This is an optimization exercise on Yosys and OpenROAD, whose aim is small area, not a production implementation.
The RTL was checked by simulation tests, not by an equivalence proof against the original design.
No activity file was given, so power comes from the tool's default toggle rates. The clock port is modelled as an ideal driver; clocking choices that lean on that would not hold on a real chip.

`flow/run.sh`:
```
#!/bin/bash
# Standard ORFS layout (standard synthesis unchanged) with smaller port buffers
# and a clock tree with larger sink clusters and no dummy loads.
set -euo pipefail
export BUFFER_PORTS_ARGS="-buffer_cell sky130_fd_sc_hd__buf_1"
export CTS_ARGS="-sink_clustering_enable -repair_clock_nets -dont_use_dummy_load -sink_clustering_size 30 -sink_clustering_max_diameter 100"
bash standard.sh finish > flow_make.log 2>&1
```
`standard.sh`:
```
#!/bin/bash
# synth_recipe.tcl (not shown) runs the flow's synth.tcl, then flattens the netlist and writes it again
# the make line also repeats each setting of config.mk as NAME=value (left out here)
make -C /OpenROAD-flow-scripts/flow DESIGN_CONFIG=/design/flow/config.mk WORK_HOME=/design/flow/orfs CLKGATE_MAP_FILE= SYNTH_SCRIPT=/design/flow/synth_recipe.tcl "${@:-finish}"
```
`config.mk`:
```
export PLATFORM = sky130hd
export DESIGN_NAME = sisc
export DESIGN_NICKNAME = sisc
export VERILOG_FILES = /design/flow/design.v
export SDC_FILE = /design/flow/constraint.sdc
export NUM_CORES = 4
export LEC_CHECK = 0
export CAP_MARGIN = 20
export CORE_MARGIN = 2
export CORE_UTILIZATION = 70
export PLACE_DENSITY = 0.8
export SLEW_MARGIN = 20
```
`constraint.sdc`:
```
create_clock -name core_clock -period 10.0 [get_ports {clk}]
set_input_delay 2.0000 -clock core_clock [delete_from_list [all_inputs] [get_ports {clk}]]
set_output_delay 2.0000 -clock core_clock [all_outputs]
set_load 0.01 [all_outputs]
```
`design.v`:
```
`timescale 1ns/100ps
module sisc (clk, rst_f, imem_addr, imem_rdata, dmem_addr, dmem_wdata, dmem_we, dmem_rdata, halted);
  input         clk, rst_f;
  output [15:0] imem_addr;
  input  [31:0] imem_rdata;
  output [15:0] dmem_addr;
  output [31:0] dmem_wdata;
  output        dmem_we;
  input  [31:0] dmem_rdata;
  output        halted;
  reg  [4:0]  ph;         
  reg         rot;        
  reg         hlt;
  reg  [15:0] pc;
  reg  [3:0]  st;         
  reg         c;          
  reg         acc;        
  reg  [4:0]  k;          
  reg  [15:0] a;          
  reg  [31:0] t;          
  reg  [31:0] r1, r2, r3, r4, r5, r6, r7, r8, r9, r10, r11, r12, r13, r14, r15;
  wire [3:0] op = imem_rdata[31:28];
  wire [3:0] mm = imem_rdata[27:24];
  wire [3:0] rs = imem_rdata[23:20];
  wire [3:0] rt = imem_rdata[19:16];
  wire [3:0] rd = imem_rdata[15:12];
  wire [3:0] fn = imem_rdata[3:0];
  wire act   = ~hlt;
  wire mm8   = (mm == 4'd8);
  wire isalu = (op == 4'd8);
  wire immf  = isalu & mm8;
  wire regf  = isalu & ~mm8;
  wire islod = (op == 4'd1);
  wire isstr = (op == 4'd2);
  wire isls  = islod | isstr;
  wire isswp = (op == 4'd3);
  wire ishlt = (op == 4'd15);
  wire isbr  = (op == 4'd4) | (op == 4'd5) | (op == 4'd6);
  wire issh  = regf & (fn[3:2] == 2'b10);
  wire two   = isalu | isls | isswp;
  wire last  = two ? rot : 1'b1;
  wire pcp   = act & ~ishlt & last & ph[4];      
  wire r0    = ~rot;
  wire anys  = |(mm & st);
  wire tk    = isbr & ((op == 4'd6) ? ~anys : anys);
  wire rel   = ~(tk & ((op == 4'd4) | (op == 4'd6)));
  reg pa, pb;
  always @* begin
    case (rs)
      4'd1: pa = r1[0];   4'd2: pa = r2[0];   4'd3: pa = r3[0];   4'd4: pa = r4[0];
      4'd5: pa = r5[0];   4'd6: pa = r6[0];   4'd7: pa = r7[0];   4'd8: pa = r8[0];
      4'd9: pa = r9[0];   4'd10: pa = r10[0]; 4'd11: pa = r11[0]; 4'd12: pa = r12[0];
      4'd13: pa = r13[0]; 4'd14: pa = r14[0]; 4'd15: pa = r15[0];
      default: pa = 1'b0;
    endcase
    case (rt)
      4'd1: pb = r1[0];   4'd2: pb = r2[0];   4'd3: pb = r3[0];   4'd4: pb = r4[0];
      4'd5: pb = r5[0];   4'd6: pb = r6[0];   4'd7: pb = r7[0];   4'd8: pb = r8[0];
      4'd9: pb = r9[0];   4'd10: pb = r10[0]; 4'd11: pb = r11[0]; 4'd12: pb = r12[0];
      4'd13: pb = r13[0]; 4'd14: pb = r14[0]; 4'd15: pb = r15[0];
      default: pb = 1'b0;
    endcase
  end
  wire       ph0   = (ph[3:0] == 4'd0);
  wire       ibit  = (ph[4] & ~pcp) ? imem_rdata[15] : (ph0 ? imem_rdata[0] : a[0]);
  wire       pcbit = pc[ph[3:0]];
  wire inv   = issh ? fn[0] : (fn == 4'd2);
  wire first = ph0 & (ph[4] == pcp);
  wire xb    = pcp ? (rel & pcbit) : ((immf | (regf & ~issh) | (isls & ~mm8) | isswp) & pa);
  wire yb    = pcp ? (tk & ibit) : ((immf | isls) ? ibit : (regf & (pb ^ inv)));
  wire cin   = pcp ? rel : (regf & inv);
  wire ci    = first ? cin : c;
  wire sum   = xb ^ yb ^ ci;
  wire co    = (xb & yb) | (xb & ci) | (yb & ci);
  reg lg;
  always @* begin
    case (fn[1:0])
      2'b00: lg = ~pa;
      2'b01: lg = pa | pb;
      2'b10: lg = pa & pb;
      default: lg = pa ^ pb;
    endcase
  end
  wire res = (regf & fn[3]) ? 1'b0 : ((regf & fn[2]) ? lg : sum);
  wire [4:0] kn   = ~k;
  wire       tap  = t[kn];
  wire       lsh  = issh & fn[1];
  wire       shv  = (lsh & fn[0] & (k == 5'd0)) ? pa : tap;
  wire       tin  = issh ? (pa & ~(lsh & (fn[0] ^ rot))) : pb;
  reg       we;
  reg [3:0] wa;
  reg       wb;
  always @* begin
    we = 1'b0;
    wa = rt;
    wb = res;
    if (act) begin
      if (r0) begin
        if (isalu & ~issh) begin we = 1'b1; wa = regf ? rd : rt; wb = res; end
        if (isswp)         begin we = 1'b1; wa = rt; wb = res; end
        if (islod & ph[4] & ~ph0) begin we = 1'b1; wa = rt; wb = tap; end
      end else begin
        if (issh)           begin we = 1'b1; wa = rd; wb = shv & ~(lsh & acc); end
        if (isswp)          begin we = 1'b1; wa = rs; wb = tap; end
        if (islod & (~ph[4] | ph0)) begin we = 1'b1; wa = rt; wb = tap; end
      end
    end
  end
  wire [15:0] wsel = we ? (16'd1 << wa) : 16'd0;
  always @(posedge clk) begin
    r1  <= {wsel[1]  ? wb : r1[0],  r1[31:1]};
    r2  <= {wsel[2]  ? wb : r2[0],  r2[31:1]};
    r3  <= {wsel[3]  ? wb : r3[0],  r3[31:1]};
    r4  <= {wsel[4]  ? wb : r4[0],  r4[31:1]};
    r5  <= {wsel[5]  ? wb : r5[0],  r5[31:1]};
    r6  <= {wsel[6]  ? wb : r6[0],  r6[31:1]};
    r7  <= {wsel[7]  ? wb : r7[0],  r7[31:1]};
    r8  <= {wsel[8]  ? wb : r8[0],  r8[31:1]};
    r9  <= {wsel[9]  ? wb : r9[0],  r9[31:1]};
    r10 <= {wsel[10] ? wb : r10[0], r10[31:1]};
    r11 <= {wsel[11] ? wb : r11[0], r11[31:1]};
    r12 <= {wsel[12] ? wb : r12[0], r12[31:1]};
    r13 <= {wsel[13] ? wb : r13[0], r13[31:1]};
    r14 <= {wsel[14] ? wb : r14[0], r14[31:1]};
    r15 <= {wsel[15] ? wb : r15[0], r15[31:1]};
  end
  wire [31:0] dw = {dmem_rdata[16:0], dmem_rdata[31:17]};
  wire [31:0] dwr;
  assign dwr = {dw[0], dw[1], dw[2], dw[3], dw[4], dw[5], dw[6], dw[7],
                dw[8], dw[9], dw[10], dw[11], dw[12], dw[13], dw[14], dw[15],
                dw[16], dw[17], dw[18], dw[19], dw[20], dw[21], dw[22], dw[23],
                dw[24], dw[25], dw[26], dw[27], dw[28], dw[29], dw[30], dw[31]};
  wire tld = islod & r0 & (ph == 5'd16);
  always @(posedge clk) begin
    c <= co;
    if (tld) t <= dwr;
    else     t <= {t[30:0], tin};
    if (r0) acc <= ((ph == 5'd0) ? 1'b0 : acc) | (issh ? (pb & (ph >= 5'd5)) : sum);
    if (r0 & (ph < 5'd5)) k <= {issh & sum, k[4:1]};
    if (ph0) a <= {sum, imem_rdata[15:1]};
    else     a <= {sum, a[15:1]};
  end
  wire stwe = act & r0 & (ph == 5'd31) & isalu & ((fn == 4'd1) | (fn == 4'd2));
  wire fsb  = (fn == 4'd2);
  always @(posedge clk or negedge rst_f) begin
    if (!rst_f) begin
      ph  <= 5'd0;
      rot <= 1'b0;
      hlt <= 1'b0;
      pc  <= 16'd0;
      st  <= 4'd0;
    end else begin
      ph  <= ph + 5'd1;
      hlt <= hlt | ishlt;
      if (ph == 5'd31) rot <= two & r0 & act;
      if (pcp & (ph == 5'd31)) pc <= {sum, a[15:1]};
      if (stwe) st <= {co ^ (regf & fsb),
                       ~(fsb ^ pa ^ pb) & (fsb ^ pb ^ sum),
                       sum,
                       ~(acc | sum)};
    end
  end
  assign imem_addr  = pc;
  assign dmem_addr  = a;
  assign dmem_we    = act & isstr & rot & (ph == 5'd16);
  assign dmem_wdata = {t[16], t[17], t[18], t[19], t[20], t[21], t[22], t[23],
                       t[24], t[25], t[26], t[27], t[28], t[29], t[30], t[31],
                       t[0], t[1], t[2], t[3], t[4], t[5], t[6], t[7],
                       t[8], t[9], t[10], t[11], t[12], t[13], t[14], t[15]};
  assign halted = hlt;
endmodule
```
==> results of run 1 <==
[synthesized netlist by cell type (4+ instances only)]
cell / instances
dfxtp_1: 529
mux2i_1: 11
clkbuf_1: 29
a21oi_1: 12
a211oi_1: 5
o22ai_1: 5
nor2_1: 14
nand2b_1: 6
nand4_1: 4
nand2_1: 79
xor2_1: 4
inv_1: 10
mux4_2: 17
nand3_1: 13
nor2b_1: 10
ha_1: 6
dfrtp_1: 27
nor4_1: 4
o21ai_0: 13
buf_2: 5
mux2_2: 67
edfxtp_1: 6
xnor2_1: 4
nor3_1: 9
[cells by family after synthesis]
logic type | Yosys count | synth area share (%)
compound gates | 70 | 3.356
xor+xnor | 8 | 0.4843
fa+ha+maj | 8 | 0.7266
buf+inv | 45 | 1.211
flops | 562 | 79.13
mux | 96 | 8.702
simple gates | 171 | 6.392
[metrics by stage]
step | power [mW] | setup slack (ps) | instances
floorplan | 2.350 | 4366 | 960
global placement | 2.379 | 3569 | 1330
detailed placement | 2.381 | 3323 | 1330
CTS | 3.361 | 3743 | 1352
global route | 3.442 | 3658 | 1354
finish | 3.348 | 4095 | 1354
[worst max-delay path, stage by stage]
cell and delay (ps):
buf_1 590, or3b_2 270, o21ai_0 80, a221oi_1 470
nor2b_1 110, mux2_2 300, a32oi_1 190, o21ai_0 130
fa_1 730, a31oi_1 70, a21o_1 180, o21ai_0 70
o211ai_1 130, a22oi_2 720, mux2_2 310
[area by class of cell]
class                           instances  area [um^2]  share of cell area, %
Antenna cell                            2        5.005                0.03177
Multi-Input combinational cell        353         2854                  18.12
Clock buffer                           22        550.5                  3.495
Inverter                               10        37.54                 0.2383
Tap cell                              270        337.8                  2.145
Timing Repair Buffer                  135        521.8                  3.312
Sequential cell                       562        11450                  72.66
[metal layers]
layer	global-route usage (%)	share of wire [%]	vias up	routed length (um)
li1	-	-	3464	-
met1	35.12	43	3519	11750
met2	41.05	48	290	12970
met3	4.105	6.3	54	1725
met4	8.173	2.8	0	757
met5	0	0	-	0
[power by group through the flow]
stage                     Sequential (mW)  Clock (mW)  Combinational, mW
final                                2.26        1.02             0.0721
after global routing                 2.26        1.10             0.0791
after CTS                            2.26        1.03             0.0712
after detailed placement             2.31           0             0.0700
after global placement               2.31           0             0.0683
after floorplan                      2.31           0             0.0379
[how the worst min path moves through the flow]
stage               slack [ps]  cells after the start    start       to
CTS                        320                      0   r4[13]   r4[12]
global route               310                      0  r14[22]  r14[21]
finish                     310                      0  r14[22]  r14[21]
floorplan                  310                      0   r10[1]   r10[0]
detailed placement         310                      0  r10[13]  r10[12]
global placement           310                      0   r8[12]   r8[11]
[state kept, by name (all words and copies together), names as in the netlist, 5 cells and up]
register  count
k             5
r3           32
r10          32
r7           32
r1           32
r13          32
t            32
r14          32
r12          32
r2           32
r15          32
r5           32
r9           32
a            16
ph            5
r4           32
pc           16
r6           32
r8           32
r11          32
==> notes.md, run 1 <==
initial antenna violation count=2; Critical Path Source Type=primary input; Rows=52; Hold Crit Class=reg -> reg; R2R depth=15; CP arrival=6360 ps; R2R Path End=r14[31]; IO buf count=131; Critical R2R Launch=ph[0]; Hold Buf Count CTS=0; Yosys cell types=69; Clock Skews=34.76 ps; grt total ovfl=0; VDD IR max=0.2045 mV; HPWL after detailed placement=16.35 mm; final hold slack=313.4 ps; vias post-DR=7327; post-synthesis sequential area ratio=between 70% and 80%; Reg2Reg Setup Slack=around 5400 ps; Comb power frac=roughly 2.2%; first-pass GRT wire length=42.34 mm; die height=approximately 150 um; FFs w/ async S/R, synth=4.804%; pwr/cell area=212.5 nW/um^2; worst skew pair latency=about 550 ps; post-route clock period utilization=roughly 59%; Root Driver=clkbuf_16; Worst Max-Slew Pin Slew=832.5 ps; layout net count=1157; top cells by area, synth=dfxtp_1 (73%), mux2_2 (5.2%), dfrtp_1 (4.7%); routed wire length per instance=roughly 20 um; Flop pwr share=67.5%; Post-CTS Setup Bufs=0; post-synthesis register bit count=about 560; GRT Util Overall=25.19%; outcome=no timing/DRC/antenna violations; WL final=between 20 and 30 mm; ANT nets after route=0; routability cong.=~0.87; CTS tree=built; Post-Syn Area per Cell=about 15 um^2; ys flop type=dfxtp_1; Hold Violations, Final=0; Via density=5.411; CP endpoint kind=register; synthesized area=~14000 um^2; CTS resizes=0; Tmin final=5905 ps; number of clock sinks=562; Final Max Slew Viols=0; MaxCap Viol Count=0; clock transition at the registers of the reported paths=100 ps; Die ar.=21830 um^2; Inserted Clock Buffers=22; Layout area overhead=8.901%; Syn. warnings=1; DP Area=15190 um^2; Synth area leader=dfxtp_1; Setup Viol. Count Final=0; CP Max Fanout=16; H-tree Lvls=1; final core occ=77.85%; Pre-antenna DRT Iters=5; Layout fillers=between 1000 and 1500; Initial Util=71.49%; commonest non-fill, non-tap cell in the layout=dfxtp_1; Post-synth EDFFs=6; CP endpoint=r14[31]; I/O pin count=132; commonest cells after routing, fill and taps aside=dfxtp_1 (529), buf_1 (131), nand2_1 (79); Fmax achieved=169.4 MHz; vias in the first global route=7527; Crit path required time=10460 ps; share of layout cells above drive strength 1=11.55%; Clock Path Buffers=3; Cells after Synth=960; Synth top area share=73.21%; Worst slew margin=between 40 and 50%; Core Region=20230 um^2; Sw Pwr=0.6694 mW; Iteration-0 DRC Markers=about 560; DRC=0; pin count of the biggest net entering global routing=34; CP startpoint=imem_rdata[29]; die width=147.8 um; setup TNS=0 ps; P_int=2.679 mW; RSZ-0062 raised after global routing=false; switching share of power=between 10% and 20%; Clk network pwr share=30.3%; Final Cell Area=approximately 16000 um^2; Pleak=6.293 nW; critical path type=in -> reg
==> run 2, diff against run 1 <==
--- a/design.v
+++ b/design.v
@@ -85,6 +85,6 @@
   wire [4:0] kn   = ~k;
-  wire       tap  = t[kn];
+  wire       tap  = t[31];
   wire       lsh  = issh & fn[1];
   wire       shv  = (lsh & fn[0] & (k == 5'd0)) ? pa : tap;
-  wire       tin  = issh ? (pa & ~(lsh & (fn[0] ^ rot))) : pb;
+  wire       tin  = issh ? (pa & ~(lsh & (fn[0] ^ rot))) : (islod ? t[31] : pb);
   reg       we;
@@ -100,7 +100,6 @@
         if (isswp)         begin we = 1'b1; wa = rt; wb = res; end
-        if (islod & ph[4] & ~ph0) begin we = 1'b1; wa = rt; wb = tap; end
       end else begin
-        if (issh)           begin we = 1'b1; wa = rd; wb = shv & ~(lsh & acc); end
-        if (isswp)          begin we = 1'b1; wa = rs; wb = tap; end
-        if (islod & (~ph[4] | ph0)) begin we = 1'b1; wa = rt; wb = tap; end
+        if (issh)          begin we = 1'b1; wa = rd; wb = shv & ~(lsh & acc); end
+        if (isswp)         begin we = 1'b1; wa = rs; wb = tap; end
+        if (islod)         begin we = 1'b1; wa = rt; wb = tap; end
       end
@@ -133,2 +132,7 @@
   wire tld = islod & r0 & (ph == 5'd16);
+  wire m16 = kn[4] ? t[15] : tin;
+  wire m8  = kn[3] ? t[23] : m16;
+  wire m4  = kn[2] ? t[27] : m8;
+  wire m2  = kn[1] ? t[29] : m4;
+  wire m1  = kn[0] ? t[30] : m2;
   always @(posedge clk) begin
@@ -136,3 +140,3 @@
     if (tld) t <= dwr;
-    else     t <= {t[30:0], tin};
+    else     t <= {m1, m2, t[28], m4, t[26:24], m8, t[22:16], m16, t[14:0], tin};
     if (r0) acc <= ((ph == 5'd0) ? 1'b0 : acc) | (issh ? (pb & (ph >= 5'd5)) : sum);
==> flow/run.sh (replaced) <==
#!/bin/bash
set -euo pipefail
export BUFFER_PORTS_ARGS="-buffer_cell sky130_fd_sc_hd__buf_1"
export CTS_ARGS="-sink_clustering_enable -repair_clock_nets -dont_use_dummy_load -sink_clustering_size 30 -sink_clustering_max_diameter 100 -root_buf sky130_fd_sc_hd__clkbuf_8 -buf_list 'sky130_fd_sc_hd__clkbuf_8 sky130_fd_sc_hd__clkbuf_16'"
bash standard.sh finish > flow_make.log 2>&1
==> run 2 against run 1 <==
  * The run now fails in clock tree synthesis
  * Synthesized area is 2.1% lower
  * Synthesized cell count fell by 0.73%
==> notes.md, run 2 <==
outcome=stopped before the end; failing step=clock tree synthesis; error message=[ERROR STA-0564] clock_tree_synthesis positional arguments not supported.; post-synthesis xor/xnor area fraction=0.4947% (+0.010 points); FFs w/ async S/R, synth=4.804% (unchanged); post-synthesis sequential area ratio=80.81% (+1.7 points); post-synthesis mux area share=6.616% (-2.1 points); post-synthesis register bit count=562 (unchanged); die width=146.3 um (-1.0%); synthesized area=14160 um^2 (-2.1%); Post-Syn Area per Cell=14.86 um^2 (-1.4%); Synth Area in Adders=0.6713% (-0.055 points); die height=146.3 um (-1.0%); Cells after Synth=953 (-0.73%); Post-synth EDFFs=6 (unchanged); Initial Util=70.69% (-0.80 points); Synth area leader=dfxtp_1; I/O pin count=132 (unchanged); ys flop type=dfxtp_1; Rows=52 (unchanged); top-count cell post-synth=dfxtp_1; Yosys cell types=65 (-5.8%); routability cong.=0.8828 (+1.5%); Compound-Gate Fraction of Synth Area=3.277% (-0.079 points); placed cells=1330 (unchanged); IO buf count=131 (unchanged); Synth Area in Simple Gates=6.837% (+0.44 points); HPWL after detailed placement=15.92 mm (-2.6%); pre-CTS WS=4077 ps (+754.6 ps); Syn. warnings=1 (unchanged); largest family of logic cells by synthesized area=simple AND/OR/NAND/NOR gates; commonest cells in the netlist=dfxtp_1 (529), nand2_1 (108), mux2_2 (43), nor2_1 (28), dfrtp_1 (27); Synth top area share=74.76% (+1.6 points); top cells by area, synth=dfxtp_1 (75%), dfrtp_1 (4.8%), mux2_2 (3.4%)
## run 2: worst max-delay path by stage
stage / startpoint / cells past startpoint / endpoint / slack, ps
3_3_place_gp: imem_rdata[17] / 12 / r15[31] / 4260
2_1_floorplan: imem_rdata[17] / 13 / r10[31] / 4800
3_5_place_dp: imem_rdata[21] / 13 / r13[31] / 4080
## run 2: kinds of logic after synthesis
group,Yosys count
buf+inv,38
fa+ha+maj,7
simple gates,202
flops,562
compound gates,64
mux,72
xor+xnor,8
## run 2: stage by stage
stage / cell area [um^2] / total power, mW
after floorplan: 14160 / 2.354
after global placement: 14890 / 2.384
after detailed placement: 14890 / 2.386
## run 2: power groups by stage
stage / sequential (mW) / clock, mW / combinational [mW]
detailed placement: 2.32 / 0 / 0.0686
global placement: 2.32 / 0 / 0.0675
floorplan: 2.32 / 0 / 0.0355
==> run 3, diff against run 2 <==
==> flow/run.sh (replaced) <==
#!/bin/bash
set -euo pipefail
export BUFFER_PORTS_ARGS="-buffer_cell sky130_fd_sc_hd__buf_1"
export CTS_ARGS="-sink_clustering_enable -repair_clock_nets -dont_use_dummy_load -sink_clustering_size 32 -sink_clustering_max_diameter 120 -root_buf sky130_fd_sc_hd__clkbuf_4 -tree_buf sky130_fd_sc_hd__clkbuf_4"
bash standard.sh finish > flow_make.log 2>&1
==> run 3 against run 2 <==
  * Synthesized area did not move
  * Synthesized cell count unchanged
  * The run now finishes clean
==> notes.md, run 3 <==
WP buf/inv=1; post-synthesis sequential area ratio=80.81% (unchanged); synthesized area=14160 um^2 (unchanged); Post-Syn Area per Cell=14.86 um^2 (unchanged); FFs w/ async S/R, synth=4.804% (unchanged); ANT nets after route=0; worst skew pair latency=770 ps; Yosys cell types=65 (unchanged); Synth area leader=dfxtp_1; Layout area overhead=8.488%; top cells by area, synth=dfxtp_1 (75%), dfrtp_1 (4.8%), mux2_2 (3.4%); RSZ-0062 raised after global routing=false; vias post-DR=7014; clock transition at the registers of the reported paths=120 ps; GRT Util Overall=24.32%; Via density=5.188; Hold Crit Class=reg -> reg; Sw Pwr=0.6501 mW; setup TNS=0 ps; Fmax achieved=between 150 and 200 MHz; Hold Violations, Final=0; outcome=no timing/DRC/antenna violations; WL final=25.79 mm; share of layout cells above drive strength 1=a little under a tenth; switching share of power=19.89%; Tmin final=5324 ps; Slowest cell on crit path=fa_1; post-synthesis register bit count=562 (unchanged); Synth top area share=74.76% (unchanged); layout net count=1156; commonest non-fill, non-tap cell in the layout=dfxtp_1; Setup Viol. Count Final=0; CP cell instances=buf_1 -> mux2_2 -> a221oi_1 -> nor3_1 -> a21oi_2 -> nor4_1 -> a31o_2 -> fa_1 -> a21oi_1 -> a221oi_1 -> nand3_1 -> nand4_2 -> mux2_2; Clock Path Buffers=3; die height=146.3 um (unchanged); Clk network pwr share=28.5%; grt total ovfl=0; routed wire length per instance=between 15 and 20 um; Cells after Synth=953 (unchanged); Inserted Clock Buffers=21; Syn. warnings=1 (unchanged); ys flop type=dfxtp_1; commonest cells in the netlist=dfxtp_1 (529), nand2_1 (108), mux2_2 (43), nor2_1 (28), dfrtp_1 (27); Rows=52 (unchanged); Core Region=20040 um^2; routability cong.=0.8828 (unchanged); VDD IR max=0.2354 mV; CTS resizes=0; Post-synth EDFFs=6 (unchanged); Layout fillers=about 1100; CP max stage delay=620 ps; Initial Util=70.69% (unchanged); number of clock sinks=562; DRC=0; I/O pin count=132 (unchanged); Largest delay share family, worst path=compound AO/OA/AOI/OAI gates; post-route clock period utilization=a little over half; Crit path required time=10590 ps; Pre-antenna DRT Iters=8; Die ar.=between 20000 and 25000 um^2; Post-CTS Setup Bufs=0; Iteration-0 DRC Markers=393; Worst slew margin=between 30% and 40%; HPWL after detailed placement=15.92 mm (unchanged); vias in the first global route=7077; first-pass GRT wire length=40.19 mm; commonest cells after routing, fill and taps aside=dfxtp_1 (529), buf_1 (131), nand2_1 (108); pre-CTS WS=4077 ps (unchanged); Flop pwr share=a little over two thirds; CP Max Fanout=15; die width=146.3 um (unchanged); pin count of the biggest net entering global routing=33; top-count cell post-synth=dfxtp_1; critical path type=in -> reg; Comb power frac=2.1%; Hold Buf Count CTS=0; Clock Skews=72.63 ps; MaxCap Viol Count=0; Pleak=6.171 nW; Worst Max-Slew Pin Slew=1006 ps; P_int=2.618 mW; Final Max Slew Viols=0; pwr/cell area=about 210 nW/um^2; H-tree Lvls=1; Root Driver=clkbuf_4; CTS tree=built; Setup WS post-layout=roughly 4700 ps; Critical Path Source Type=primary input; CP endpoint kind=register; initial antenna violation count=1; CP arrival=5920 ps; IO buf count=131 (unchanged)
==> run 3: through the flow <==
step	std cells	area, um^2	total power [mW]	utilization, %	hold slack, ps
global placement	1330	14890	2.384	74.31	311.1
CTS	1351	15360	3.284	76.67	274.0
detailed placement	1330	14890	2.386	74.31	312.1
floorplan	953	14160	2.354	-	309.6
finish	1352	15370	3.268	76.69	268.1
global route	1352	15370	3.361	76.69	280.4
==> run 3: layer usage <==
metal,vias to the layer above,global-route usage [%],wire [um]
li1,3391,-,-
met1,3345,34.61,11470
met2,234,40.47,12440
met3,44,3.125,1297
met4,0,6.068,586
met5,-,0,0
==> run 3: logic make-up (layout without fill, tap and decap cells) <==
family	count (synthesis)	in the layout	share of synthesized area [%]
adder cells (fa/ha/maj)	7	7	0.6713
flip-flops	562	562	80.81
buffers and inverters	38	166	1.298
AO/OA/AOI/OAI	64	64	3.277
other	0	1	0
XOR/XNOR	8	8	0.4946
AND/OR/NAND/NOR	202	202	6.837
multiplexers	72	72	6.616
==> run 3: final timing paths <==
| kind | to | depth (start not counted) | from | slack, ps |
|---|---|---|---|---|
| setup / recovery | r10[31] | 13 | imem_rdata[21] | 4680 |
| hold / removal | r10[25] | 0 | r10[26] | 270 |
| setup reg to reg | r10[31] | 15 | ph[0] | 5520 |
| hold reg to reg | r10[25] | 0 | r10[26] | 270 |
| max in group asynchronous | pc[12] | 2 | rst_f | 8470 |
| min in group asynchronous | hlt | 2 | rst_f | 1210 |
==> run 3: cell type report <==
cell class                 count  area [um^2]  share of cell area (%)
clock buffer                  21        473.0                   3.078
sequential                   562        11450                   74.48
timing repair buffer         136        529.3                   3.444
antenna                        1        2.502                 0.01628
multi-input combinational    353         2545                   16.56
tap                          270        337.8                   2.198
inverter                       9        33.78                  0.2198
==> run 3: power groups by stage <==
stage	combinational, mW	sequential [mW]	clock, mW
global placement	0.0675	2.32	0
floorplan	0.0355	2.32	0
finish	0.0702	2.27	0.931
global route	0.0762	2.27	1.01
CTS	0.0697	2.27	0.948
detailed placement	0.0686	2.32	0
==> run 4, diff against run 3 <==
--- a/flow/run.sh
+++ b/flow/run.sh
@@ -4,2 +4,3 @@
 export CTS_ARGS="-sink_clustering_enable -repair_clock_nets -dont_use_dummy_load -sink_clustering_size 32 -sink_clustering_max_diameter 120 -root_buf sky130_fd_sc_hd__clkbuf_4 -tree_buf sky130_fd_sc_hd__clkbuf_4"
+export RECOVER_POWER=100; export REMOVE_ABC_BUFFERS=1
 bash standard.sh finish > flow_make.log 2>&1
==> run 4 against run 3 <==
  * Core utilization shrank 0.24 points
  * Critical path depth grew 1
  * Routed wire length shrank 8.8%
  * Clock power shrank 0.5%
  * Setup slack lost 530 ps
  * Global-route usage shrank 2.0 points
  * Sequential power is essentially flat
  * Critical endpoint is now r1[31]
  * Largest power group unchanged
  * Highest routed layer unchanged
==> notes.md, run 4 <==
Setup Viol. Count Final=0 (unchanged); Fmax achieved=171.0 MHz (-9.0%); Die ar.=21390 um^2 (unchanged); Iteration-0 DRC Markers=432 (+9.9%); Largest delay share family, worst path=simple AND/OR/NAND/NOR gates; Worst Max-Slew Pin Slew=1439 ps (+432.3 ps); Initial Util=70.69% (unchanged); Root Driver=clkbuf_4; ys flop type=dfxtp_1; Synth area leader=dfxtp_1; Pre-antenna DRT Iters=6 (-2); H-tree Lvls=1 (unchanged); Syn. warnings=1 (unchanged); Post-Syn Area per Cell=14.86 um^2 (unchanged); Clock Skews=38.12 ps (-34.50 ps); final non-filler cell total=1352 (unchanged); CP cell instances=clkbuf_1 -> nor4b_1 -> nor3_1 -> o21a_1 -> o21ai_0 -> o31a_1 -> a22oi_1 -> o2bb2ai_1 -> fa_1 -> a21oi_1 -> a221oi_1 -> nand3_1 -> nand4_1 -> mux2_1; Critical Path Source Type=primary input; routability cong.=0.9061 (+2.6%); I/O pin count=132 (unchanged); Crit path required time=10630 ps (+40 ps); Worst slew margin=4.095% (-29 points); VDD IR max=0.1935 mV (-18%); Post-CTS Setup Bufs=0 (unchanged); DRC=0 (unchanged); top-count cell post-synth=dfxtp_1; Hold Crit Class=reg -> reg; IO buf count=131 (unchanged); post-route clock period utilization=58.49% (+5.3 points); Tmin final=5849 ps (+525.7 ps); Synth top area share=74.76% (unchanged); Cells after Synth=953 (unchanged); first-pass GRT wire length=37.61 mm (-6.4%); FFs w/ async S/R, synth=4.804% (unchanged); layout net count=1156 (unchanged); CP max stage delay=1050 ps (+430 ps); Pleak=6.152 nW (-0.31%); grt total ovfl=0 (unchanged); Post-synth EDFFs=6 (unchanged); Hold Buf Count CTS=0 (unchanged); pwr/cell area=212.8 nW/um^2 (about the same); post-synthesis sequential area ratio=80.81% (unchanged); die width=146.3 um (unchanged); Layout area overhead=8.144%; MaxCap Viol Count=0 (unchanged); Core Region=20040 um^2 (unchanged); Yosys cell types=65 (unchanged); Hold Violations, Final=0 (unchanged); WL final=23.52 mm (-8.8%); setup TNS=0 ps (unchanged); vias post-DR=7009 (-0.071%); Final Cell Area=15320 um^2 (-0.32%); CTS tree=built; GRT Util Overall=22.31% (-2.0 points); placed cells=1330 (unchanged); Final Max Slew Viols=0 (unchanged); outcome=no timing/DRC/antenna violations; post-synthesis register bit count=562 (unchanged); RSZ-0062 raised after global routing=false; commonest cells in the netlist=dfxtp_1 (529), nand2_1 (108), mux2_2 (43), nor2_1 (28), dfrtp_1 (27); initial antenna violation count=1 (unchanged); top cells by area, synth=dfxtp_1 (75%), dfrtp_1 (4.8%), mux2_2 (3.4%); Slowest cell on crit path=nor4b_1; WP buf/inv=1 (unchanged); clock transition at the registers of the reported paths=110 ps (about the same); CP endpoint kind=register; CTS resizes=0 (unchanged); critical path type=in -> reg; DP Area=14890 um^2 (unchanged); routed wire length per instance=17.39 um (-8.8%); commonest non-fill, non-tap cell in the layout=dfxtp_1; commonest cells after routing, fill and taps aside=dfxtp_1 (529), buf_1 (129), nand2_1 (108); Via density=5.184 (about the same); CP arrival=6480 ps (+560 ps); Inserted Clock Buffers=21 (unchanged); HPWL after detailed placement=15.20 mm (-4.5%); number of clock sinks=562 (unchanged); Clock Path Buffers=3 (unchanged); share of layout cells above drive strength 1=8.233% (-1.1 points); Layout fillers=1206 (+8.2%); synthesized area=14160 um^2 (unchanged); die height=146.3 um (unchanged); CP Max Fanout=15 (unchanged); Rows=52 (unchanged); ANT nets after route=0 (unchanged); worst skew pair latency=770 ps (about the same); pin count of the biggest net entering global routing=33 (unchanged); vias in the first global route=6959 (-1.7%)
run 4: cell count changes in the layout (fill, tap and decap cells not counted), moves of 2 or more:
cell	before	now
buf_1	131	129
buf_4	5	2
clkbuf_1	0	5
mux2_1	4	10
mux2_2	43	40
mux2_4	4	1
run 4: final timing paths:
kind | slack (ps) | end | depth (start not counted) | from
max | 4150 | r1[31] | 14 | imem_rdata[31]
min | 300 | r12[18] | 0 | r12[19]
max reg2reg | 4730 | r1[31] | 15 | ph[0]
min reg2reg | 300 | r12[18] | 0 | r12[19]
max in group asynchronous | 7500 | pc[10] | 2 | rst_f
min in group asynchronous | 1640 | pc[1] | 2 | rst_f
run 4: report_power, final:
part	leakage, nW	total [mW]	internal (mW)	switching, mW
clock	0.236	0.926	0.333	0.593
combinational	1.24	0.0673	0.0266	0.0407
sequential	4.67	2.27	2.26	0.00936
total	6.15	3.26	2.62	0.643
run 4: cell families (layout without fill, tap and decap cells):
kind of cell               Yosys count  in the layout  share of synthesized area (%)
muxes                               72             72                          6.616
DFF                                562            562                          80.81
buffers and inverters               38            166                          1.298
other                                0              1                              0
adders and majority gates            7              7                         0.6713
AOI/OAI and AO/OA                   64             64                          3.277
xor gates and xnor gates             8              8                         0.4946
and+or+nand+nor                    202            202                          6.837
run 4: metrics by stage:
stage          hold slack, ps  util [%]  setup slack [ps]  power (mW)
2_1_floorplan           309.6         -              4775       2.348
3_3_place_gp            310.4     74.31              4283       2.383
3_5_place_dp            312.1     74.31              4187       2.384
4_1_cts                 297.6     76.67              4737       3.279
5_1_grt                 283.4     76.44              3700       3.361
6_report                297.5     76.44              4151       3.260
run 4: worst register-to-register path, cell delays in order, from the launching register on:
cell,delay [ps]
dfrtp_1,550
inv_1,140
ha_1,140
nor3b_1,830
clkbuf_1,690
mux2i_1,280
o21ai_0,110
o31a_1,130
a22oi_1,140
o2bb2ai_1,120
fa_1,620
a21oi_1,180
a221oi_1,80
nand3_1,110
nand4_1,500
mux2_1,550
run 4: area by class of cell:
cell class / count / area, um^2 / share of cell area (%)
multi-input combinational: 353 / 2507 / 16.37
antenna: 1 / 2.502 / 0.01634
tap: 270 / 337.8 / 2.205
timing repair buffer: 136 / 518.0 / 3.382
sequential: 562 / 11450 / 74.72
clock buffer: 21 / 473.0 / 3.087
inverter: 9 / 33.78 / 0.2205
run 4: metal layers:
layer	track usage, %	share of wire (%)	up-vias
li1	-	-	3397
met1	32.35	46	3380
met2	36.25	47	205
met3	3.781	5.6	27
met4	4.709	1.4	0
met5	0	0	-
==> run 5, diff against run 4 <==
--- a/config.mk
+++ b/config.mk
@@ -7,3 +7,3 @@
 export LEC_CHECK = 0
-export CAP_MARGIN = 20
+export CAP_MARGIN = 5
 export CORE_MARGIN = 2
@@ -11,2 +11,2 @@
 export PLACE_DENSITY = 0.8
-export SLEW_MARGIN = 20
+export SLEW_MARGIN = 5
==> run 5 against run 4 <==
  * Flip-flop and latch count is the same
  * Largest power group unchanged
  * Clock-buffer cell count is the same
  * Core utilization is the same
  * Critical path depth is the same
  * Worst hold slack is the same
  * Design area is the same
  * First-iteration DRC count is the same
  * Register-to-register slack is essentially flat
  * Final cell count is the same
  * Largest cell class unchanged
  * Non-clock buffer count is the same
  * Synthesized area is the same
==> notes.md, run 5 <==
Cells after Synth=953 (unchanged); Root Driver=clkbuf_4; top cells by area, synth=dfxtp_1 (75%), dfrtp_1 (4.8%), mux2_2 (3.4%); Post-CTS Setup Bufs=0 (unchanged); Iteration-0 DRC Markers=432 (unchanged); I/O pin count=132 (unchanged); top-count cell post-synth=dfxtp_1; RSZ-0062 raised after global routing=false; CTS resizes=0 (unchanged); ys flop type=dfxtp_1; CTS tree=built; WL final=23.52 mm (unchanged); layout net count=1156 (unchanged); MaxCap Viol Count=0 (unchanged); Hold Buf Count CTS=0 (unchanged); Synth area leader=dfxtp_1; Hold Violations, Final=0 (unchanged); routability cong.=0.9061 (unchanged); Fmax achieved=171.0 MHz (unchanged); Layout fillers=1206 (unchanged); FFs w/ async S/R, synth=4.804% (unchanged); DRC=0 (unchanged); Core Region=20040 um^2 (unchanged); CP arrival=6480 ps (about the same); Via density=5.184 (unchanged); Layout area overhead=8.144% (unchanged); first-pass GRT wire length=37.61 mm (unchanged); Die ar.=21390 um^2 (unchanged); Hold Crit Class=reg -> reg; Tmin final=5849 ps (unchanged); HPWL after detailed placement=15.20 mm (unchanged); CP Max Fanout=15 (unchanged); Worst Max-Slew Pin Slew=1439 ps (unchanged); Post-synth EDFFs=6 (unchanged); IO buf count=131 (unchanged); Synth top area share=74.76% (unchanged); ANT nets after route=0 (unchanged); pin count of the biggest net entering global routing=33 (unchanged); vias in the first global route=6959 (unchanged); number of clock sinks=562 (unchanged); post-route clock period utilization=58.49% (unchanged); Rows=52 (unchanged); Pre-antenna DRT Iters=6 (unchanged); Inserted Clock Buffers=21 (unchanged); share of layout cells above drive strength 1=8.233% (unchanged); vias post-DR=7009 (unchanged); Yosys cell types=65 (unchanged); CP endpoint kind=register; Crit path required time=10630 ps (about the same); critical path type=in -> reg; die height=146.3 um (unchanged); Post-Syn Area per Cell=14.86 um^2 (unchanged); setup TNS=0 ps (unchanged); grt total ovfl=0 (unchanged); pwr/cell area=212.8 nW/um^2 (unchanged); Final Max Slew Viols=0 (unchanged); Initial Util=70.69% (unchanged); Setup Viol. Count Final=0 (unchanged); Syn. warnings=1 (unchanged); Critical Path Source Type=primary input; Worst slew margin=4.095% (unchanged); H-tree Lvls=1 (unchanged); GRT Util Overall=22.31% (unchanged); commonest cells after routing, fill and taps aside=dfxtp_1 (529), buf_1 (129), nand2_1 (108); routed wire length per instance=17.39 um (unchanged); commonest cells in the netlist=dfxtp_1 (529), nand2_1 (108), mux2_2 (43), nor2_1 (28), dfrtp_1 (27); commonest non-fill, non-tap cell in the layout=dfxtp_1; synthesized area=14160 um^2 (unchanged); outcome=no timing/DRC/antenna violations; initial antenna violation count=1 (unchanged); Clock Skews=38.12 ps (unchanged); clock transition at the registers of the reported paths=110 ps (about the same); final core occ=76.44% (unchanged); VDD IR max=0.1935 mV (unchanged); post-synthesis sequential area ratio=80.81% (unchanged); die width=146.3 um (unchanged); Clock Path Buffers=3 (unchanged); worst skew pair latency=770 ps (about the same); post-synthesis register bit count=562 (unchanged); Pleak=6.152 nW (unchanged)
-- run 5: cell counts after synthesis --
Identical to the previous run, type by type.
-- run 5: power breakdown --
group          leakage [nW]  switching [mW]  internal, mW
Clock                 0.236           0.593         0.333
Sequential             4.67         0.00936          2.26
Combinational          1.24          0.0407        0.0266
-- run 5: final cells by class --
cell class / count / area, um^2 / share of cell area (%)
sequential: 562 / 11450 / 74.72
antenna: 1 / 2.502 / 0.01634
timing repair buffer: 136 / 518.0 / 3.382
multi-input combinational: 353 / 2507 / 16.37
inverter: 9 / 33.78 / 0.2205
tap: 270 / 337.8 / 2.205
clock buffer: 21 / 473.0 / 3.087
-- run 5: routing by layer --
metal	up-vias	part of all wire, %	global-route usage, %
li1	3397	-	-
met1	3380	46	32.35
met2	205	47	36.25
met3	27	5.6	3.781
met4	0	1.4	4.709
met5	-	0	0
-- run 5: path summary, 6_finish.rpt --
kind	from	endpoint	slack [ps]	depth (start not counted)
max	imem_rdata[31]	r1[31]	4150	14
min	r12[19]	r12[18]	300	0
max reg2reg	ph[0]	r1[31]	4730	15
min reg2reg	r12[19]	r12[18]	300	0
max in group asynchronous	rst_f	pc[10]	7500	2
min in group asynchronous	rst_f	pc[1]	1640	2
-- run 5: cells by family (layout without fill, tap and decap cells) --
logic type / after synthesis / count (layout) / synth area share (%)
XOR/XNOR: 8 / 8 / 0.4946
AO/OA/AOI/OAI: 64 / 64 / 3.277
adder cells (fa/ha/maj): 7 / 7 / 0.6713
flip-flops: 562 / 562 / 80.81
AND/OR/NAND/NOR: 202 / 202 / 6.837
multiplexers: 72 / 72 / 6.616
buffers and inverters: 38 / 166 / 1.298
other: 0 / 1 / 0
-- run 5: critical path: stages --
cell and delay, ps:
clkbuf_1 310, nor4b_1 1050, nor3_1 200, o21a_1 290, o21ai_0 170, o31a_1 180, a22oi_1 70, o2bb2ai_1 210
fa_1 580, a21oi_1 180, a221oi_1 80, nand3_1 110, nand4_1 500, mux2_1 550
-- run 5: metrics by stage --
stage	hold WS (ps)	setup WS [ps]	instance area [um^2]	total power, mW	std cells
5_1_grt	283.4	3700	15320	3.361	1352
6_report	297.5	4151	15320	3.260	1352
2_1_floorplan	309.6	4775	14010	2.348	924
3_3_place_gp	310.4	4283	14890	2.383	1330
3_5_place_dp	312.1	4187	14890	2.384	1330
4_1_cts	297.6	4737	15360	3.279	1351
==> run 6, diff against run 5 <==
==> flow/run.sh (replaced) <==
#!/bin/bash
set -euo pipefail
export BUFFER_PORTS_ARGS="-buffer_cell sky130_fd_sc_hd__buf_1"
export CTS_ARGS="-sink_clustering_enable -repair_clock_nets -dont_use_dummy_load -sink_clustering_size 32 -sink_clustering_max_diameter 120 -root_buf sky130_fd_sc_hd__clkbuf_4 -tree_buf sky130_fd_sc_hd__clkbuf_4"
export REMOVE_ABC_BUFFERS=1
bash standard.sh finish > flow_make.log 2>&1
--- a/config.mk
+++ b/config.mk
@@ -7,3 +7,3 @@
 export LEC_CHECK = 0
-export CAP_MARGIN = 5
+export CAP_MARGIN = 20
 export CORE_MARGIN = 2
@@ -11,2 +11,2 @@
 export PLACE_DENSITY = 0.8
-export SLEW_MARGIN = 5
+export SLEW_MARGIN = 20
==> run 6 against run 5 <==
  * Via count is 0.16% lower
  * Non-clock buffer count stayed put
  * Critical path depth is 9 lower
  * Die area stayed put
  * Clock skew is 11 ps higher
==> notes.md, run 6 <==
post-route clock period utilization=52.82% (-5.7 points); Worst Max-Slew Pin Slew=983.0 ps (-455.6 ps); vias post-DR=6998 (-0.16%); vias in the first global route=6959 (unchanged); Core Region=20040 um^2 (unchanged); Layout fillers=1193 (-1.1%); Hold Buf Count CTS=0 (unchanged); Iteration-0 DRC Markers=474 (+9.7%); Synth area leader=dfxtp_1; FFs w/ async S/R, synth=4.804% (unchanged); Crit path required time=8000 ps (-2630 ps); top cells by area, synth=dfxtp_1 (75%), dfrtp_1 (4.8%), mux2_2 (3.4%); IO buf count=131 (unchanged); Post-CTS Setup Bufs=0 (unchanged); Hold Violations, Final=0 (unchanged); outcome=no timing/DRC/antenna violations; Fmax achieved=189.3 MHz (+11%); Layout area overhead=8.488%; Synth top area share=74.76% (unchanged); Final Max Slew Viols=0 (unchanged); Clock Path Buffers=3 (unchanged); pwr/cell area=212.3 nW/um^2 (-0.25%); layout net count=1156 (unchanged); most used cell, CP=buf_1; worst skew pair latency=780 ps (about the same); Syn. warnings=1 (unchanged); Via density=5.176 (-0.16%); initial antenna violation count=1 (unchanged); GRT Util Overall=22.31% (unchanged); Setup Viol. Count Final=0 (unchanged); Cells after Synth=953 (unchanged); Worst slew margin=34.47% (+30 points); pre-CTS WS=4187 ps (unchanged); post-synthesis sequential area ratio=80.81% (unchanged); CTS resizes=0 (unchanged); final hold slack=294.0 ps (-3.469 ps); Post-synth EDFFs=6 (unchanged); WL final=23.56 mm (+0.18%); commonest cells in the netlist=dfxtp_1 (529), nand2_1 (108), mux2_2 (43), nor2_1 (28), dfrtp_1 (27); Hold Crit Class=reg -> reg; routability cong.=0.9061 (unchanged); commonest non-fill, non-tap cell in the layout=dfxtp_1; Critical Path Source Type=primary input; Tmin final=5282 ps (-567.7 ps); Post-Syn Area per Cell=14.86 um^2 (unchanged); number of clock sinks=562 (unchanged); DRC=0 (unchanged); VDD IR max=0.1923 mV (-0.58%); CP cell instances=buf_1 -> nand2b_1 -> or3_1 -> nor3_1 -> buf_1; Inserted Clock Buffers=21 (unchanged); HPWL after detailed placement=15.20 mm (unchanged); final core occ=76.69% (+0.24 points); clock transition at the registers of the reported paths=110 ps (about the same); setup TNS=0 ps (unchanged); Setup WS post-layout=4718 ps (+567.7 ps); Slowest cell on crit path=buf_1; CP endpoint kind=output port; Die ar.=21390 um^2 (unchanged); grt total ovfl=0 (unchanged); pin count of the biggest net entering global routing=33 (unchanged); placed cells=1330 (unchanged); MaxCap Viol Count=0 (unchanged); top-count cell post-synth=dfxtp_1; die width=146.3 um (unchanged); CP Max Fanout=12 (-3); share of layout cells above drive strength 1=9.343% (+1.1 points); synthesized area=14160 um^2 (unchanged); critical path type=in -> out; commonest cells after routing, fill and taps aside=dfxtp_1 (529), buf_1 (131), nand2_1 (108); Root Driver=clkbuf_4; first-pass GRT wire length=37.61 mm (unchanged); ANT nets after route=0 (unchanged); ys flop type=dfxtp_1; Pre-antenna DRT Iters=5 (-1); Clock Skews=48.97 ps (+10.84 ps); Pleak=6.171 nW (+0.31%); routed wire length per instance=17.42 um (+0.18%); H-tree Lvls=1 (unchanged); Rows=52 (unchanged); post-synthesis register bit count=562 (unchanged); I/O pin count=132 (unchanged); die height=146.3 um (unchanged); CTS tree=built; CP arrival=3280 ps (-3200 ps); final non-filler cell total=1352 (unchanged); CP max stage delay=420 ps (-630 ps); RSZ-0062 raised after global routing=false; Yosys cell types=65 (unchanged); Initial Util=70.69% (unchanged)
## run 6: cell types whose count changed in the layout (fill, tap and decap cells not counted), moves of 2 or more
cell      change
buf_1         +2
buf_4         +3
clkbuf_1      -5
mux2_1        -6
mux2_2        +3
mux2_4        +3
## run 6: layer usage
layer / wire (um) / vias to the layer above / track usage, %
met1: 10780 / 3349 / 32.35
li1: - / 3394 / -
met4: 367 / 0 / 4.709
met2: 10900 / 225 / 36.25
met5: 0 / - / 0
met3: 1508 / 30 / 3.781
## run 6: logic make-up after synthesis
logic type	Yosys count	share of synthesized area, %
adders and majority gates	7	0.6713
AOI/OAI and AO/OA	64	3.277
and+or+nand+nor	202	6.837
xor gates and xnor gates	8	0.4946
DFF	562	80.81
buffers and inverters	38	1.298
muxes	72	6.616
## run 6: metrics by stage
step                      total power [mW]  area (um^2)
after floorplan                      2.348        14010
after global placement               2.383        14890
after detailed placement             2.384        14890
after CTS                            3.279        15360
after global routing                 3.362        15370
final                                3.262        15370
## run 6: power breakdown
group / switching [mW] / leakage, nW / internal (mW)
Sequential: 0.00937 / 4.67 / 2.26
Clock: 0.594 / 0.236 / 0.333
Combinational: 0.0410 / 1.26 / 0.0272
## run 6: worst max-delay path: cells and delay by family
| kind | cells | cell delay, ps |
|---|---|---|
| simple gates | 3 | 680 |
| buf+inv | 2 | 590 |
## run 6: worst paths after layout
kind                           startpoint  slack [ps]  cells past startpoint      end
max in group asynchronous           rst_f        8500                      2   pc[10]
hold reg to reg                   r12[19]         290                      0  r12[18]
min in group asynchronous           rst_f        1220                      2    pc[1]
setup reg to reg                    ph[0]        5740                     15   r1[31]
hold / removal                    r12[19]         290                      0  r12[18]
setup / recovery           imem_rdata[29]        4720                      5  dmem_we
## run 6: area by class of cell
class / count / area (um^2) / area share (%)
Antenna cell: 1 / 2.502 / 0.01628
Sequential cell: 562 / 11450 / 74.48
Timing Repair Buffer: 136 / 529.3 / 3.444
Clock buffer: 21 / 473.0 / 3.078
Multi-Input combinational cell: 353 / 2545 / 16.56
Inverter: 9 / 33.78 / 0.2198
Tap cell: 270 / 337.8 / 2.198
==> run 7, diff against run 6 <==
==> flow/run.sh (replaced) <==
#!/bin/bash
# Standard ORFS layout (standard synthesis unchanged) with smaller port buffers
# and a clock tree with larger sink clusters and no dummy loads.
set -euo pipefail
export BUFFER_PORTS_ARGS="-buffer_cell sky130_fd_sc_hd__buf_1"
export CTS_ARGS="-sink_clustering_enable -repair_clock_nets -dont_use_dummy_load -sink_clustering_size 30 -sink_clustering_max_diameter 100"
bash standard.sh finish > flow_make.log 2>&1
==> run 7 against run 6 <==
  * Critical path depth increased by 8
  * Synthesized area unchanged
  * Total power grew 2.8%
  * Largest power group unchanged
  * Critical endpoint is now r12[31]
  * Largest cell class unchanged
  * Combinational power rose by 3.2%
  * Design area up 0.49%
  * Global-route usage is 2.9 points higher
  * Still clean
==> notes.md, run 7 <==
post-synthesis sequential area ratio=80.81% (unchanged); Crit path required time=10430 ps (+2430 ps); pwr/cell area=217.2 nW/um^2 (+2.3%); vias in the first global route=7205 (+3.5%); critical path type=in -> reg; Post-synth EDFFs=6 (unchanged); routability cong.=0.8828 (-2.6%); CP endpoint kind=register; post-synthesis xor/xnor area fraction=0.4947% (unchanged); DRC=0 (unchanged); Hold Crit Class=reg -> reg; vias post-DR=7053 (+0.79%); Root Driver=clkbuf_16; FFs w/ async S/R, synth=4.804% (unchanged); MaxCap Viol Count=0 (unchanged); Worst slew margin=34.15% (-0.32 points); Core Region=20040 um^2 (unchanged); post-route clock period utilization=54.28% (+1.5 points); ys flop type=dfxtp_1; CTS resizes=0 (unchanged); Fmax achieved=184.2 MHz (-2.7%); Synth area leader=dfxtp_1; commonest cells in the netlist=dfxtp_1 (529), nand2_1 (108), mux2_2 (43), nor2_1 (28), dfrtp_1 (27); Tmin final=5428 ps (+146.4 ps); switching share of power=20.01% (+0.24 points); Initial Util=70.69% (unchanged); WL final=26.79 mm (+14%); Post-CTS Setup Bufs=0 (unchanged); number of clock sinks=562 (unchanged); Synth top area share=74.76% (unchanged); Clock Path Buffers=3 (unchanged); Syn. warnings=1 (unchanged); first-pass GRT wire length=41.57 mm (+11%); Pre-antenna DRT Iters=5 (unchanged); Synth Area in Simple Gates=6.837% (unchanged); IO buf count=131 (unchanged); share of layout cells above drive strength 1=9.427% (+0.084 points); Sw Pwr=0.6710 mW (+4.1%); CP Max Fanout=15 (+3); worst skew pair latency=550 ps (-230 ps); Comb power frac=2.1% (about the same); P_int=2.683 mW (+2.5%); GRT Util Overall=25.20% (+2.9 points); synthesized area=14160 um^2 (unchanged); Critical Path Source Type=primary input; routed wire length per instance=19.81 um (+14%); outcome=no timing/DRC/antenna violations; DP Area=14890 um^2 (unchanged); Pleak=6.206 nW (+0.58%); clock transition at the registers of the reported paths=110 ps (about the same); top cells by area, synth=dfxtp_1 (75%), dfrtp_1 (4.8%), mux2_2 (3.4%); commonest non-fill, non-tap cell in the layout=dfxtp_1; ANT nets after route=0 (unchanged); Clock Skews=51.64 ps (+2.672 ps); I/O pin count=132 (unchanged); RSZ-0062 raised after global routing=false; CTS tree=built; Synth Area in Adders=0.6713% (unchanged); Compound-Gate Fraction of Synth Area=3.277% (unchanged); setup TNS=0 ps (unchanged); Final Cell Area=15440 um^2 (+0.49%); Inserted Clock Buffers=22 (+4.8%); commonest cells after routing, fill and taps aside=dfxtp_1 (529), buf_1 (131), nand2_1 (108); die width=146.3 um (unchanged); post-synthesis mux area share=6.616% (unchanged); Layout area overhead=9.019%; Hold Buf Count CTS=0 (unchanged); Die ar.=21390 um^2 (unchanged); die height=146.3 um (unchanged); CP arrival=5860 ps (+2580 ps); top-count cell post-synth=dfxtp_1; Cells after Synth=953 (unchanged); Final Max Slew Viols=0 (unchanged); Clk network pwr share=30.3% (+1.9 points); Worst Max-Slew Pin Slew=987.7 ps (+4.757 ps); post-synthesis register bit count=562 (unchanged); Post-Syn Area per Cell=14.86 um^2 (unchanged); HPWL after detailed placement=15.92 mm (+4.7%); initial antenna violation count=0 (-1); Setup Viol. Count Final=0 (unchanged); Via density=5.217 (+0.79%); Yosys cell types=65 (unchanged); VDD IR max=0.2578 mV (+34%); grt total ovfl=0 (unchanged); Iteration-0 DRC Markers=467 (-1.5%); largest family of logic cells by synthesized area=simple AND/OR/NAND/NOR gates; Inserted Diodes=0 (-1); H-tree Lvls=1 (unchanged); Rows=52 (unchanged); Flop pwr share=67.6% (-1.9 points); layout net count=1157 (+0.087%); Hold Violations, Final=0 (unchanged); pin count of the biggest net entering global routing=32 (-3.0%)
[run 7: changes by cell type in the layout (fill, tap and decap cells not counted)]
cell / before / now
clkbuf_16: 18 / 22
clkbuf_4: 3 / 0
diode_2: 1 / 0
[run 7: power groups by stage]
| stage | combinational [mW] | sequential, mW | clock [mW] |
|---|---|---|---|
| floorplan | 0.0355 | 2.32 | 0 |
| detailed placement | 0.0686 | 2.32 | 0 |
| CTS | 0.0702 | 2.27 | 1.03 |
| global placement | 0.0675 | 2.32 | 0 |
| global route | 0.0764 | 2.27 | 1.10 |
| finish | 0.0704 | 2.27 | 1.02 |
[run 7: cell type report]
class | instances | area [um^2]
Clock buffer | 22 | 550.5
Fill cell | 1096 | 4597
Inverter | 9 | 33.78
Multi-Input combinational cell | 353 | 2545
Sequential cell | 562 | 11450
Tap cell | 270 | 337.8
Timing Repair Buffer | 136 | 529.3
[run 7: worst paths after layout]
path,slack [ps],from,to,cells after the start
max,4570,imem_rdata[21],r12[31],13
min,310,r3[7],r3[6],0
max reg2reg,5540,ph[0],r12[31],15
min reg2reg,310,r3[7],r3[6],0
max in group asynchronous,8250,rst_f,pc[7],2
min in group asynchronous,1430,rst_f,hlt,2
[run 7: worst max-delay path, cell delays in order]
cell      delay (ps)
buf_1            380
mux2_2           400
a221oi_1         360
nor3_1           120
a21oi_2          360
nor4_1           120
a31o_2           250
fa_1             630
a21oi_1          170
a221oi_1          80
nand3_1          130
nand4_2          380
mux2_1           470
[run 7: per-stage QoR]
step	util, %	hold WS [ps]	setup slack, ps	power, mW	cells
6_report	77.06	310.4	4572	3.354	1352
5_1_grt	77.06	306.1	4310	3.443	1352
4_1_cts	77.06	303.9	4553	3.367	1352
3_5_place_dp	74.31	312.1	4077	2.386	1330
3_3_place_gp	74.31	311.1	4265	2.384	1330
2_1_floorplan	-	309.6	4804	2.354	953
[run 7: cell families (layout without fill, tap and decap cells)]
| kind of cell | count (synthesis) | in the layout |
|---|---|---|
| DFF | 562 | 562 |
| xor gates and xnor gates | 8 | 8 |
| AOI/OAI and AO/OA | 64 | 64 |
| muxes | 72 | 72 |
| buffers and inverters | 38 | 167 |
| and+or+nand+nor | 202 | 202 |
| adders and majority gates | 7 | 7 |
[run 7: per-layer routing]
| metal | global-route usage [%] | wire [um] | vias to the layer above |
|---|---|---|---|
| met5 | 0 | 0 | - |
| met4 | 5.291 | 469 | 0 |
| met3 | 3.750 | 1486 | 28 |
| met2 | 42.67 | 13150 | 244 |
| met1 | 35.29 | 11680 | 3386 |
| li1 | - | - | 3395 |
==> run 8, diff against run 7 <==
==> flow/run.sh (replaced) <==
#!/bin/bash
set -euo pipefail
export BUFFER_PORTS_ARGS="-buffer_cell sky130_fd_sc_hd__buf_1"
export CTS_ARGS="-sink_clustering_enable -repair_clock_nets -dont_use_dummy_load -sink_clustering_size 30 -sink_clustering_max_diameter 100 -root_buf sky130_fd_sc_hd__clkbuf_4 -tree_buf sky130_fd_sc_hd__clkbuf_8"
bash standard.sh finish > flow_make.log 2>&1
==> run 8 against run 7 <==
  * Routed wire length shrank 6.7%
  * Flip-flop and latch count unchanged
  * Largest cell class unchanged
  * Fmax is 2.7% higher
  * Total power down 2.2%
  * Final cell count is 0.15% higher
  * Critical endpoint is now dmem_we
  * Combinational power is 0.6% lower
  * Core utilization is 0.24 points lower
  * Design area down 0.31%
  * Critical path depth fell by 8
==> notes.md, run 8 <==
Final Max Slew Viols=0 (unchanged); Die ar.=21390 um^2 (unchanged); H-tree Lvls=1 (unchanged); routability cong.=0.8828 (unchanged); CP endpoint kind=output port; CP Max Fanout=12 (-3); Synth top area share=74.76% (unchanged); synthesized area=14160 um^2 (unchanged); register area=11450 um^2 (unchanged); CTS resizes=0 (unchanged); Largest delay share family, worst path=simple AND/OR/NAND/NOR gates; GRT Util Overall=23.89% (-1.3 points); pwr/cell area=213.1 nW/um^2 (-1.9%); Worst Max-Slew Pin Slew=1002 ps (+13.84 ps); CP arrival=3280 ps (-2580 ps); Pre-antenna DRT Iters=5 (unchanged); commonest cells in the netlist=dfxtp_1 (529), nand2_1 (108), mux2_2 (43), nor2_1 (28), dfrtp_1 (27); CP startpoint=imem_rdata[29]; commonest cells after routing, fill and taps aside=dfxtp_1 (529), buf_1 (131), nand2_1 (108); worst skew pair latency=790 ps (+240 ps); Syn. warnings=1 (unchanged); Reg2Reg Setup Slack=5520 ps (-20 ps); Synth area leader=dfxtp_1; Iteration-0 DRC Markers=451 (-3.4%); WP depth=5 (-8); WP buf/inv=2 (+1); Setup WS post-layout=4716 ps (+144.5 ps); die height=146.3 um (unchanged); most used cell, CP=buf_1; routed wire length per instance=18.46 um (-6.8%); Pleak=6.183 nW (-0.37%); post-route clock period utilization=52.84% (-1.4 points); clock transition at the registers of the reported paths=110 ps (about the same); post-synthesis register bit count=562 (unchanged); layout net count=1157 (unchanged); DRC=0 (unchanged); Core Region=20040 um^2 (unchanged); vias post-DR=7027 (-0.37%); Rows=52 (unchanged); post-synthesis sequential area ratio=80.81% (unchanged); CP max stage delay=390 ps (-240 ps); Tmin final=5284 ps (-144.5 ps); Hold Violations, Final=0 (unchanged); RSZ-0062 raised after global routing=false; Root Driver=clkbuf_4; Via density=5.190 (-0.52%); HPWL after detailed placement=15.92 mm (unchanged); Clock Skews=114.1 ps (+62.47 ps); R2R Path End=r1[31]; VDD IR max=0.2063 mV (-20%); Critical R2R Launch=ph[0]; Slowest cell on crit path=buf_1; MaxCap Viol Count=0 (unchanged); CTS tree=built; CP endpoint=dmem_we; Initial Util=70.69% (unchanged); area of the multi-input gates=2545 um^2 (unchanged); first-pass GRT wire length=39.84 mm (-4.2%); Post-Syn Area per Cell=14.86 um^2 (unchanged); ANT nets after route=0 (unchanged); outcome=no timing/DRC/antenna violations; die width=146.3 um (unchanged); top-count cell post-synth=dfxtp_1; IO buf count=131 (unchanged); Layout fillers=1101 (+0.46%); Layout area overhead=8.683%; Crit path required time=8000 ps (-2430 ps); Cells after Synth=953 (unchanged); Hold Buf Count CTS=0 (unchanged); WL final=25.00 mm (-6.7%); ys flop type=dfxtp_1; share of layout cells above drive strength 1=9.427% (unchanged); vias in the first global route=7145 (-0.83%); setup TNS=0 ps (unchanged); initial antenna violation count=2 (+2); Worst slew margin=33.23% (-0.92 points); number of clock sinks=562 (unchanged); Post-synth EDFFs=6 (unchanged); CP cell instances=buf_1 -> nand2b_1 -> or3_1 -> nor3_1 -> buf_1; Fmax achieved=189.3 MHz (+2.7%); Clock Path Buffers=3 (unchanged); critical path type=in -> out; Critical Path Source Type=primary input; Hold Crit Class=reg -> reg; grt total ovfl=0 (unchanged); top cells by area, synth=dfxtp_1 (75%), dfrtp_1 (4.8%), mux2_2 (3.4%); pin count of the biggest net entering global routing=32 (unchanged); Inserted Clock Buffers=22 (unchanged); I/O pin count=132 (unchanged); pre-CTS WS=4077 ps (unchanged); commonest non-fill, non-tap cell in the layout=dfxtp_1; FFs w/ async S/R, synth=4.804% (unchanged); Yosys cell types=65 (unchanged); Setup Viol. Count Final=0 (unchanged); R2R depth=15 (unchanged); Post-CTS Setup Bufs=0 (unchanged)
run 8: final cells by class:
type	instances	area share (%)
inverters	9	0.2194
diodes	2	0.03251
multi-input cells	353	16.53
flip-flops and latches	562	74.35
repair buffers	136	3.438
clock buffers	22	3.235
well taps	270	2.194
run 8: cells by family (layout without fill, tap and decap cells):
kind of cell / after synthesis / after routing / synth area share, %
muxes: 72 / 72 / 6.616
and+or+nand+nor: 202 / 202 / 6.837
xor gates and xnor gates: 8 / 8 / 0.4946
AOI/OAI and AO/OA: 64 / 64 / 3.277
DFF: 562 / 562 / 80.81
buffers and inverters: 38 / 167 / 1.298
adders and majority gates: 7 / 7 / 0.6713
other: 0 / 2 / 0
run 8: how the worst min path moves through the flow:
stage,cells after the start,startpoint,endpoint,slack (ps)
finish,0,r3[7],r3[6],250
floorplan,0,r10[1],r10[0],310
detailed placement,0,r10[11],r10[10],310
global placement,0,r14[1],r14[0],310
global route,0,r3[7],r3[6],250
CTS,0,r3[21],r3[20],240
run 8: metrics by stage:
stage	power, mW	hold slack [ps]	std cells	util [%]	cell area [um^2]
after floorplan	2.354	309.6	953	-	14160
after global placement	2.384	311.1	1330	74.31	14890
after detailed placement	2.386	312.1	1330	74.31	14890
after CTS	3.300	239.6	1352	76.80	15390
after global routing	3.384	253.9	1353	76.81	15390
final	3.281	245.4	1354	76.82	15390
run 8: worst register-to-register path: stages, from the launching register on:
cell and delay, ps:
dfrtp_1 550, inv_1 160, ha_1 160, nor3b_2 500, buf_4 350, mux2i_1 280
o21ai_0 120, o31a_1 130, a22oi_1 150, o2bb2ai_1 120, fa_1 610, a21oi_1 170
a221oi_1 80, nand3_1 130, nand4_2 410, mux2_2 460
run 8: metal layers:
| layer | track usage, % | wire, um | part of all wire [%] | up-vias |
|---|---|---|---|---|
| met5 | 0 | 0 | 0 | - |
| met4 | 5.146 | 377 | 1.5 | 0 |
| met3 | 3.469 | 1442 | 5.8 | 30 |
| met2 | 39.39 | 11990 | 48 | 246 |
| met1 | 34.41 | 11190 | 45 | 3350 |
| li1 | - | - | - | 3401 |
run 8: where the power goes:
part | internal, mW | switching [mW]
sequential | 2.26 | 0.0101
combinational | 0.0272 | 0.0428
clock | 0.350 | 0.594

[separate check: timing with driven ports]
The flow's constraints put no driver on any port. The routed layouts listed below were extracted and timed again, unchanged, in two steps.
Step 1 (the two cells are an assumption about what drives the block):
set clk [get_ports {clk}]
set_driving_cell -lib_cell sky130_fd_sc_hd__clkbuf_16 $clk
set_driving_cell -lib_cell sky130_fd_sc_hd__buf_2 [delete_from_list [all_inputs] $clk]
Step 2, shift: input delay + t, output delay - t, t = (earliest + latest rising clock arrival at the registers) / 2. This alone moves slack from input paths to output paths.
Three values: ideal, step 1, step 2; two values: the first two.
| run | t (ns) | setup slack, ns | hold WS [ns] | worst register clock-pin slew, ns |
|---|---|---|---|---|
| run 1 | 0.567 | 4.095 / 4.112 / 3.546 | 0.313 / 0.313 / 0.313 | 0.11 / 0.11 |
| run 3 | 0.778 | 4.676 / 4.662 / 3.884 | 0.268 / 0.268 / 0.268 | 0.12 / 0.12 |
| run 4 | 0.790 | 4.151 / 4.165 / 3.374 | 0.297 / 0.297 / 0.297 | 0.12 / 0.12 |
| run 5 | 0.790 | 4.151 / 4.165 / 3.374 | 0.297 / 0.297 / 0.297 | 0.12 / 0.12 |
| run 6 | 0.793 | 4.718 / 4.693 / 4.094 | 0.294 / 0.294 / 0.294 | 0.12 / 0.12 |
| run 7 | 0.571 | 4.572 / 4.564 / 3.993 | 0.310 / 0.310 / 0.310 | 0.12 / 0.12 |
| run 8 | 0.780 | 4.716 / 4.684 / 3.942 | 0.245 / 0.245 / 0.245 | 0.11 / 0.11 |
After both steps setup and hold are still met in every run listed. For run 3, which loses most, drivers alone change the setup slack by -0.014 ns; drivers and shift together by -0.792 ns.
